From an optimization exercise on the open Yosys and OpenROAD flow, aimed at a short achievable clock period and few clock cycles; shortcuts taken in it are not production practice. Only simulation tests tie the RTL to the original design; equivalence was not proved.

==> job 240 <==
Design cpu, start of the top module:
module cpu(
    input clk,
    input rst,
    input [31:0] instr,
    input [4:0] raddr,
    output [31:0] dm_addr,    
    output [31:0] dm_wdata,   
    output dm_we,             
    input [31:0] dm_rdata,    
    output [31:0] pc,
    output [31:0] odata
    );
==> flow/config.mk <==
export PLATFORM = sky130hd
export DESIGN_NAME = cpu
export DESIGN_NICKNAME = cpu
export VERILOG_FILES = /design/flow/design.v
export SDC_FILE = /design/flow/constraint.sdc
export NUM_CORES = 8
export LEC_CHECK = 0
export CAP_MARGIN = 40
export CORE_MARGIN = 2
export CORE_UTILIZATION = 30
export SETUP_SLACK_MARGIN = 0.5
export SLEW_MARGIN = 40
export SYNTH_HIERARCHICAL = 1
==> flow/constraint.sdc <==
create_clock -name core_clock -period 18.0 [get_ports {clk}]
set_input_delay 3.6000 -clock core_clock [delete_from_list [all_inputs] [get_ports {clk}]]
set_output_delay 3.6000 -clock core_clock [all_outputs]
set_load 0.01 [all_outputs]
standard.sh (not shown) runs the stock make flow with config.mk's settings and CLKGATE_MAP_FILE= SYNTH_SCRIPT=/design/flow/synth_recipe.tcl, a recipe that flattens the netlist after the stock synthesis.
==> flow/flow/run.sh <==
#!/bin/bash
# The standard layout (standard.sh: the standard synthesis and the ORFS
# steps, unchanged), with two make variables added:
#  - the port buffers that ORFS puts on every input and output are plain
#    buffers instead of the delay cells it picks by default.
set -euo pipefail
bash standard.sh "BUFFER_PORTS_ARGS=-buffer_cell sky130_fd_sc_hd__buf_4" \
    SETUP_SLACK_MARGIN=10 finish > standard.log 2>&1
==> inputs of job 8347, as changes to job 240 <==
--- a/flow/design.v
+++ b/flow/design.v
@@ -926,16 +926,49 @@
 `timescale 1ns / 1ps
 module mux32x32(
     input  [1023:0] d,        
     input  [4:0]    s,
     output [31:0]   y
     );
     assign y = d[s*32 +: 32];
 endmodule
+module dec5to32(
+    input  [4:0]  s,
+    output [31:0] oh
+    );
+    assign oh = 32'd1 << s;
+endmodule
+module selbit(
+    input  [31:0] oh,
+    input  [31:0] v,
+    output        y
+    );
+    assign y = |(oh & v);
+endmodule
+module dbgport(
+    input  [1023:0] d,        
+    input  [4:0]    s,
+    output [31:0]   y
+    );
+    genvar q, b, i;
+    generate
+        for (q = 0; q < 4; q = q + 1) begin : Q
+            wire [31:0] oh;
+            dec5to32 dec_i(.s(s), .oh(oh));
+            for (b = 8*q; b < 8*q + 8; b = b + 1) begin : B
+                wire [31:0] v;
+                for (i = 0; i < 32; i = i + 1) begin : V
+                    assign v[i] = d[32*i + b];
+                end
+                selbit sel_i(.oh(oh), .v(v), .y(y[b]));
+            end
+        end
+    endgenerate
+endmodule
 `timescale 1ns / 1ps
 module dec(
     input  [31:0] ins,
     output [4:0]  rs,
     output [4:0]  rt,
     output        rd_rs,      
     output        rd_rt,      
     output [4:0]  wd,         
@@ -1064,85 +1097,50 @@
     genvar g;
     reg [31:0] nseq, nseq4;           
     reg [31:0] ex_a0, ex_b0, ex_a1, ex_b1;
     reg [4:0]  ex_s0, ex_s1, ex_wd0, ex_wd1;
     reg        ex_wen0, ex_wen1;
     reg [11:0] ex_op0, ex_op1;        
     reg        ex_ld0, ex_ld1, ex_mul0, ex_mul1;
     reg        ex_cha, ex_chb, ex_chs;  
-    reg [31:0] ex_mx, ex_my, ex_moff, ex_msd;
-    reg        ex_mwe, ex_pv;
-    reg [31:0] ex_cx, ex_coff;       
-    reg        ex_cv, ex_csl;         
+    reg [31:0] ex_mx, ex_my, ex_moff, ex_msd;    
+    reg        ex_mwe;
     reg [31:0] ex_mua, ex_mub;
     reg [31:0] ex_bra, ex_brb, ex_tgt, ex_tgt4;
     reg [31:0] ex_yad;                
     reg        ex_bj, ex_ds, ex_beq, ex_bne, ex_unc, ex_jr;
     reg        ex_late, ex_ptk, ex_bcha, ex_bchb, ex_msl1;
     reg        lt_q;                  
     reg [31:0] lt_tgt, lt_tgt4;
     wire [31:0] prod;
     mul32 mul_i(.a(ex_mua), .b(ex_mub), .p(prod));
     wire [31:0] alu0, alu1, res0, res1;
     xalu alu0_i(
         .a(ex_a0), .b(ex_b0), .samt(ex_s0),
         .o_add(ex_op0[0]), .o_sub(ex_op0[1]), .o_and(ex_op0[2]), .o_or(ex_op0[3]),
         .o_xor(ex_op0[4]), .o_nor(ex_op0[5]), .o_slt(ex_op0[6]), .o_sltu(ex_op0[7]),
         .o_sll(ex_op0[8]), .o_srl(ex_op0[9]), .o_sra(ex_op0[10]), .o_passb(ex_op0[11]),
         .y(alu0));
-    wire [31:0] ld0data, ld1data;
-    assign res0 = ex_ld0 ? ld0data : ex_mul0 ? prod : alu0;
+    assign res0 = ex_ld0 ? dm_rdata : ex_mul0 ? prod : alu0;
     wire [31:0] ch0 = ex_ld0 ? dm_rdata : alu0;
     wire [31:0] a1e = ex_cha ? ch0 : ex_a1;
     wire [31:0] b1e = ex_chb ? ch0 : ex_b1;
     wire [4:0]  s1e = ex_chs ? ch0[4:0] : ex_s1;
     xalu alu1_i(
         .a(a1e), .b(b1e), .samt(s1e),
         .o_add(ex_op1[0]), .o_sub(ex_op1[1]), .o_and(ex_op1[2]), .o_or(ex_op1[3]),
         .o_xor(ex_op1[4]), .o_nor(ex_op1[5]), .o_slt(ex_op1[6]), .o_sltu(ex_op1[7]),
         .o_sll(ex_op1[8]), .o_srl(ex_op1[9]), .o_sra(ex_op1[10]), .o_passb(ex_op1[11]),
         .y(alu1));
-    assign res1 = ex_ld1 ? ld1data : ex_mul1 ? prod : alu1;
-    wire [31:0] paddr, caddr;
-    add3 agen_i(.a(ex_mx), .b(ex_my), .c(ex_moff), .y(paddr));
-    add2 cgen_i(.a(ex_cx), .b(ex_coff), .y(caddr));
-    wire cport = ex_cv & lt_q & ~ex_csl;
-    assign dm_addr  = cport ? caddr : paddr;
+    assign res1 = ex_ld1 ? dm_rdata : ex_mul1 ? prod : alu1;
+    add3 agen_i(.a(ex_mx), .b(ex_my), .c(ex_moff), .y(dm_addr));
     assign dm_wdata = ex_msd;
     assign dm_we    = ex_mwe & ~(lt_q & ex_msl1);
-    wire [16*58-1:0] dc_e;            
-    reg  [15:0]      dc_v;
-    wire dport = cport | (ex_pv & ~(lt_q & ex_msl1));
-    wire [31:0] dc_wd = dm_we ? dm_wdata : dm_rdata;
-    generate
-        for (g = 0; g < 16; g = g + 1) begin : DC
-            reg [57:0] q;
-            always @(posedge clk) begin
-                if (dport && dm_addr[5:2] == g)
-                    q <= {dm_addr[31:6], dc_wd};
-            end
-            assign dc_e[58*g +: 58] = q;
-        end
-    endgenerate
-    always @(posedge clk or posedge rst) begin
-        if (rst)
-            dc_v <= 16'd0;
-        else if (dport)
-            dc_v[dm_addr[5:2]] <= 1'b1;
-    end
-    wire [57:0] dce = dc_e[caddr[5:2]*58 +: 58];
-    wire dhit = dc_v[caddr[5:2]] & (dce[57:32] == caddr[31:6]);
-    wire fwdst = ex_csl & (caddr == paddr);
-    wire [31:0] cdata = fwdst ? ex_msd : dce[31:0];
-    wire stall = ex_cv & ~lt_q & ~(fwdst | dhit);
-    assign ld0data = (ex_cv & ~ex_csl & ~cport) ? cdata : dm_rdata;
-    assign ld1data = (ex_cv & ex_csl) ? cdata : dm_rdata;
-    wire wen0e = ex_wen0 & ~(stall & ~ex_csl);
-    wire wen1e = ex_wen1 & ~lt_q & ~(stall & ex_csl);
+    wire wen1e = ex_wen1 & ~lt_q;
     wire taken_n;
     brcond brc_i(.a(ex_bra), .b(ex_brb), .bj(ex_bj & ~ex_late), .unc(ex_unc), .beq(ex_beq),
                  .bne(ex_bne), .taken(taken_n));
     wire [31:0] bra_l = ex_bcha ? ch0 : ex_bra;
     wire [31:0] brb_l = ex_bchb ? ch0 : ex_brb;
     wire taken_l;
     brcond brl_i(.a(bra_l), .b(brb_l), .bj(1'b1), .unc(1'b0), .beq(ex_beq),
                  .bne(ex_bne), .taken(taken_l));
@@ -1158,30 +1156,30 @@
     generate
         for (g = 1; g < 32; g = g + 1) begin : RF
             reg [31:0] q;
             always @(posedge clk or posedge rst) begin
                 if (rst)
                     q <= 32'd0;
                 else if (wen1e && ex_wd1 == g)
                     q <= res1;
-                else if (wen0e && ex_wd0 == g)
+                else if (ex_wen0 && ex_wd0 == g)
                     q <= res0;
             end
             assign rfb[32*g +: 32] = q;
         end
     endgenerate
     reg        dw_en0, dw_en1;
     reg [4:0]  dw_a0, dw_a1;
     reg [31:0] dw_d0, dw_d1;
     always @(posedge clk or posedge rst) begin
         if (rst) begin
             dw_en0 <= 1'b0; dw_en1 <= 1'b0;
         end else begin
-            dw_en0 <= wen0e; dw_en1 <= wen1e;
+            dw_en0 <= ex_wen0; dw_en1 <= wen1e;
         end
     end
     always @(posedge clk) begin
         dw_a0 <= ex_wd0; dw_a1 <= ex_wd1;
         dw_d0 <= res0;   dw_d1 <= res1;
     end
     wire [1023:0] dbb;
     assign dbb[31:0] = 32'd0;
@@ -1194,17 +1192,17 @@
                 else if (dw_en1 && dw_a1 == g)
                     q <= dw_d1;
                 else if (dw_en0 && dw_a0 == g)
                     q <= dw_d0;
             end
             assign dbb[32*g +: 32] = q;
         end
     endgenerate
-    mux32x32 dbrd_i(.d(dbb), .s(raddr), .y(odata));
+    dbgport dbrd_i(.d(dbb), .s(raddr), .y(odata));
     reg  [5:0]  icw_idx;
     reg  [4:0]  icw_tag;
     reg  [31:0] icw_data;
     reg         icw_en;
     always @(posedge clk) begin
         icw_idx  <= pc[7:2];
         icw_tag  <= pc[12:8];
         icw_data <= instr;
@@ -1267,32 +1265,31 @@
         .alu(alu1c), .ld(ld1), .st(st1), .mul(mul1), .beq(beq1), .bne(bne1), .jabs(jabs1),
         .jal(jal1), .jr(jr1), .ctrl(ctrl1), .use_simm(simm1), .use_zimm(zimm1), .lui(lui1),
         .shv(shv1),
         .o_add(op1[0]), .o_sub(op1[1]), .o_and(op1[2]), .o_or(op1[3]), .o_xor(op1[4]),
         .o_nor(op1[5]), .o_slt(op1[6]), .o_sltu(op1[7]), .o_sll(op1[8]), .o_srl(op1[9]),
         .o_sra(op1[10]), .o_passb(op1[11]));
     wire dep_s = wen0 & rdrs1 & (rs1 == wd0);
     wire dep_t = wen0 & rdrt1 & (rt1 == wd0);
-    wire pm_ok = ld1 & (st0 | (ld0 & (wd0 != wd1)));
-    wire pair_ok = ~((ld0 | st0) & (ld1 | st1) & ~pm_ok) & ~(mul0 & mul1) &
+    wire pair_ok = ~((ld0 | st0) & (ld1 | st1)) & ~(mul0 & mul1) &
                    (~(dep_s | dep_t) | ((alu0c | ld0 | jal0) & alu1c) |
                     ((ld1 | st1) & (~dep_s | op0[0]) & ~dep_t) |
                     ((alu0c | ld0) & (beq1 | bne1)));
     wire late1 = (beq1 | bne1) & (dep_s | dep_t);
     wire issue1 = avail1 & pair_ok;
     wire [31:0] rs0_rf, rt0_rf, rs1_rf, rt1_rf;
     mux32x32 rd0_i(.d(rfb), .s(rs0), .y(rs0_rf));
     mux32x32 rd1_i(.d(rfb), .s(rt0), .y(rt0_rf));
     mux32x32 rd2_i(.d(rfb), .s(rs1), .y(rs1_rf));
     mux32x32 rd3_i(.d(rfb), .s(rt1), .y(rt1_rf));
-    wire [31:0] vs0 = (wen1e && ex_wd1 == rs0) ? res1 : (wen0e && ex_wd0 == rs0) ? res0 : rs0_rf;
-    wire [31:0] vt0 = (wen1e && ex_wd1 == rt0) ? res1 : (wen0e && ex_wd0 == rt0) ? res0 : rt0_rf;
-    wire [31:0] vs1 = (wen1e && ex_wd1 == rs1) ? res1 : (wen0e && ex_wd0 == rs1) ? res0 : rs1_rf;
-    wire [31:0] vt1 = (wen1e && ex_wd1 == rt1) ? res1 : (wen0e && ex_wd0 == rt1) ? res0 : rt1_rf;
+    wire [31:0] vs0 = (wen1e && ex_wd1 == rs0) ? res1 : (ex_wen0 && ex_wd0 == rs0) ? res0 : rs0_rf;
+    wire [31:0] vt0 = (wen1e && ex_wd1 == rt0) ? res1 : (ex_wen0 && ex_wd0 == rt0) ? res0 : rt0_rf;
+    wire [31:0] vs1 = (wen1e && ex_wd1 == rs1) ? res1 : (ex_wen0 && ex_wd0 == rs1) ? res0 : rs1_rf;
+    wire [31:0] vt1 = (wen1e && ex_wd1 == rt1) ? res1 : (ex_wen0 && ex_wd0 == rt1) ? res0 : rt1_rf;
     wire [31:0] nseq8    = nseq4 + 32'd4;
     wire [31:0] nseq12   = nseq4 + 32'd8;
     wire [31:0] b_tgtp8 = b_tgt + 32'd8;
     wire [31:0] yp4      = yaddr + 32'd4;
     wire [31:0] yp8      = yaddr + 32'd8;
     wire [31:0] lk0   = sel_t0 ? b_tgtp4 : nseq4;
     wire [31:0] lk8_0 = sel_t0 ? b_tgtp8 : nseq8;
     wire [31:0] lk1   = taken ? yp4 : nseq8;
@@ -1322,54 +1319,36 @@
     wire [31:0] ja4Y = {jaY[31:2] + 30'd1, 2'b00};
     wire [31:0] ja1  = taken ? jaY : jaX;
     wire [31:0] bt1  = taken ? btY : btX;
     wire [31:0] ja41 = taken ? ja4Y : ja4X;
     wire [31:0] bt41 = taken ? bt4Y : bt4X;
     wire [31:0] tg1 = jr1 ? vs1 : jabs1 ? ja1 : bt1;
     wire [31:0] tp1 = jabs1 ? ja41 : bt41;
     wire m0 = ld0 | st0;
-    wire pm  = issue1 & m0 & (ld1 | st1);     
-    wire pm0 = pm & ld0;                      
-    wire pm1 = pm & st0;                      
     wire [31:0] a0 = lui0 ? 32'd0 : vs0;
     wire br1 = issue1 & ctrl1;
     wire [31:0] tgn = ctrl0 ? tg0 : tg1;
     wire [31:0] fa1p4 = ((taken & b_ds & b_jr) | lt_q) ? b_tgtp8 : lk1;
     wire [31:0] fa1p8 = lk8_1;
     always @(posedge clk or posedge rst) begin
         if (rst) begin
             nseq <= 32'h00400000; nseq4 <= 32'h00400004;
             ex_a0 <= 32'd0; ex_b0 <= 32'd0; ex_a1 <= 32'd0; ex_b1 <= 32'd0;
             ex_s0 <= 5'd0; ex_s1 <= 5'd0; ex_wd0 <= 5'd0; ex_wd1 <= 5'd0;
             ex_wen0 <= 1'b0; ex_wen1 <= 1'b0;
             ex_op0 <= 12'd0; ex_op1 <= 12'd0;
             ex_ld0 <= 1'b0; ex_ld1 <= 1'b0; ex_mul0 <= 1'b0; ex_mul1 <= 1'b0;
             ex_cha <= 1'b0; ex_chb <= 1'b0; ex_chs <= 1'b0;
             ex_mx <= 32'd0; ex_my <= 32'd0; ex_moff <= 32'd0; ex_msd <= 32'd0; ex_mwe <= 1'b0;
-            ex_pv <= 1'b0; ex_cv <= 1'b0; ex_csl <= 1'b0; ex_cx <= 32'd0; ex_coff <= 32'd0;
             ex_mua <= 32'd0; ex_mub <= 32'd0;
             ex_bra <= 32'd0; ex_brb <= 32'd0; ex_tgt <= 32'd0; ex_tgt4 <= 32'd0; ex_jr <= 1'b0; ex_yad <= 32'd0;
             ex_bj <= 1'b0; ex_ds <= 1'b0; ex_beq <= 1'b0; ex_bne <= 1'b0; ex_unc <= 1'b0;
             ex_late <= 1'b0; ex_ptk <= 1'b0; ex_bcha <= 1'b0; ex_bchb <= 1'b0; ex_msl1 <= 1'b0;
             lt_q <= 1'b0; lt_tgt <= 32'd0; lt_tgt4 <= 32'd0;
-        end else if (stall) begin
-            ex_mx   <= ex_cx;
-            ex_my   <= 32'd0;
-            ex_moff <= ex_coff;
-            ex_mwe  <= 1'b0;
-            ex_msl1 <= ex_csl;
-            ex_pv   <= 1'b1;
-            ex_cv   <= 1'b0;
-            if (ex_csl) begin
-                ex_wen0 <= 1'b0; ex_ld0 <= 1'b0; ex_op0 <= 12'd0; ex_mul0 <= 1'b0;
-            end else begin
-                ex_wen1 <= 1'b0; ex_ld1 <= 1'b0; ex_op1 <= 12'd0; ex_mul1 <= 1'b0;
-            end
-            lt_q <= 1'b0;
         end else begin
             nseq  <= issue1 ? fa1p4 : fa1;
             nseq4 <= issue1 ? fa1p8 : fa1p4;
             ex_a0   <= a0;
             ex_b0   <= b0;
             ex_s0   <= shv0 ? vs0[4:0] : inst0[10:6];
             ex_wd0  <= wd0;
             ex_wen0 <= wen0;
@@ -1382,27 +1361,22 @@
             ex_wd1  <= wd1;
             ex_wen1 <= issue1 & wen1;
             ex_op1  <= issue1 ? op1 : 12'd0;
             ex_ld1  <= issue1 & ld1;
             ex_mul1 <= issue1 & mul1;
             ex_cha  <= dep_s;
             ex_chb  <= dep_t;
             ex_chs  <= dep_s & shv1;
-            ex_mx    <= (m0 & ~pm0) ? vs0 : (~m0 & dep_s) ? a0 : vs1;
+            ex_mx    <= m0 ? vs0 : dep_s ? a0 : vs1;
             ex_my    <= (~m0 & dep_s) ? b0 : 32'd0;
-            ex_moff  <= (m0 & ~pm0) ? si0 : si1;
+            ex_moff  <= m0 ? si0 : si1;
             ex_msd   <= m0 ? vt0 : vt1;
             ex_mwe   <= st0 | (issue1 & st1);
-            ex_msl1  <= (~m0 & issue1 & (ld1 | st1)) | pm0;
-            ex_pv    <= m0 | (issue1 & (ld1 | st1));
-            ex_cv    <= pm;
-            ex_csl   <= pm1;
-            ex_cx    <= pm1 ? vs1 : vs0;
-            ex_coff  <= pm1 ? si1 : si0;
+            ex_msl1  <= ~m0 & issue1 & (ld1 | st1);
             ex_mua <= mul0 ? vs0 : vs1;
             ex_mub <= mul0 ? vt0 : vt1;
             ex_bj   <= ctrl0 | br1;
             ex_ds   <= ctrl0 & issue1;
             ex_bra  <= ctrl0 ? vs0 : vs1;
             ex_brb  <= ctrl0 ? vt0 : vt1;
             ex_beq  <= ctrl0 ? beq0 : beq1;
             ex_bne  <= ctrl0 ? bne0 : bne1;
==> flow/flow/run.sh (replaced) <==
#!/bin/bash
# The standard layout (standard.sh: the standard synthesis and the ORFS
# steps, unchanged), with two make variables added:
#  - the port buffers that ORFS puts on every input and output are plain
#    buffers instead of the delay cells it picks by default.
set -euo pipefail
bash standard.sh "BUFFER_PORTS_ARGS=-buffer_cell sky130_fd_sc_hd__buf_4" \
    SETUP_SLACK_MARGIN=9.5 finish > standard.log 2>&1
==> qor summary <==
quantity                                                           job 8347                                          job 240
Row Count                                                               389                                              419
Max Freq                                                          107.2 MHz                                        111.9 MHz
Max-cap violations                                                        0                                                2
Utilization after layout                                             34.45%                                           35.25%
Run status                                                   finished clean                         finished with violations
Violated checks                                                           -  max-capacitance violations, max-slew violations
RR Endpoint                                             ex_yad[3]$_DFF_PP0_                            ex_yad[6]$_DFFE_PP0N_
Cell with the largest stage delay on the worst path  sky130_fd_sc_hd__or4_4                         sky130_fd_sc_hd__a31oi_2
Sequential cell area                                           141500 sq um                                     171100 sq um
Post-placement worst setup slack                                   7.364 ns                                         7.112 ns
Origin of the critical flop-to-flop path                ex_yad[3]$_DFF_PP0_                            ex_bra[6]$_DFFE_PP0N_
Vias in the first global route                                       279221                                           322988
Capture endpoint of the worst hold path                ic_v[33]$_DFFE_PP0P_                             dc_v[10]$_DFFE_PP0N_
Routed vias                                                          297881                                           343219
Final min period                                                   9.328 ns                                         8.936 ns
Area of the die                                               1135000 sq um                                    1312000 sq um
Fill cell count                                                      110530                                           127191
Total cell area at the placement stage                         357000 sq um                                     414000 sq um
WL/cell                                                            34.95 um                                         37.66 um
Testbench counts of job 240, summed over its fixed seeds: cycles 92,285.
Testbench counts of job 8347, summed over its fixed seeds: cycles 93,351.

==> static timing again, ports no longer ideal <==
The flow's constraints put no driver on any port. The routed layouts listed below were extracted and timed again, unchanged, in two steps.
Step 1 (the two cells are an assumption about what drives the block):
set clk [get_ports {clk}]
set_driving_cell -lib_cell sky130_fd_sc_hd__clkbuf_16 $clk
set_driving_cell -lib_cell sky130_fd_sc_hd__buf_2 [delete_from_list [all_inputs] $clk]
Step 2 also shifts input and output timing later by t, the mid clock arrival at the registers, as if the neighbouring blocks saw the same clock.
Three values: ideal, step 1, step 2; two values: the first two.
| run | t (ns) | setup slack, ns | hold slack, ns | worst slew at a driven data input, ns | cell pins on the clock port's net |
|---|---|---|---|---|---|
| job 240 | 1.310 | 9.064 / 8.737 / 8.219 | 0.454 / 0.454 / 0.454 | 0.38 | 1 |
| job 8347 | 1.216 | 8.672 / 8.285 / 8.285 | 0.492 / 0.492 / 0.492 | 0.52 | 1 |
For job 240, which loses most, drivers alone change the setup slack by -0.327 ns; drivers and shift together by -0.845 ns.
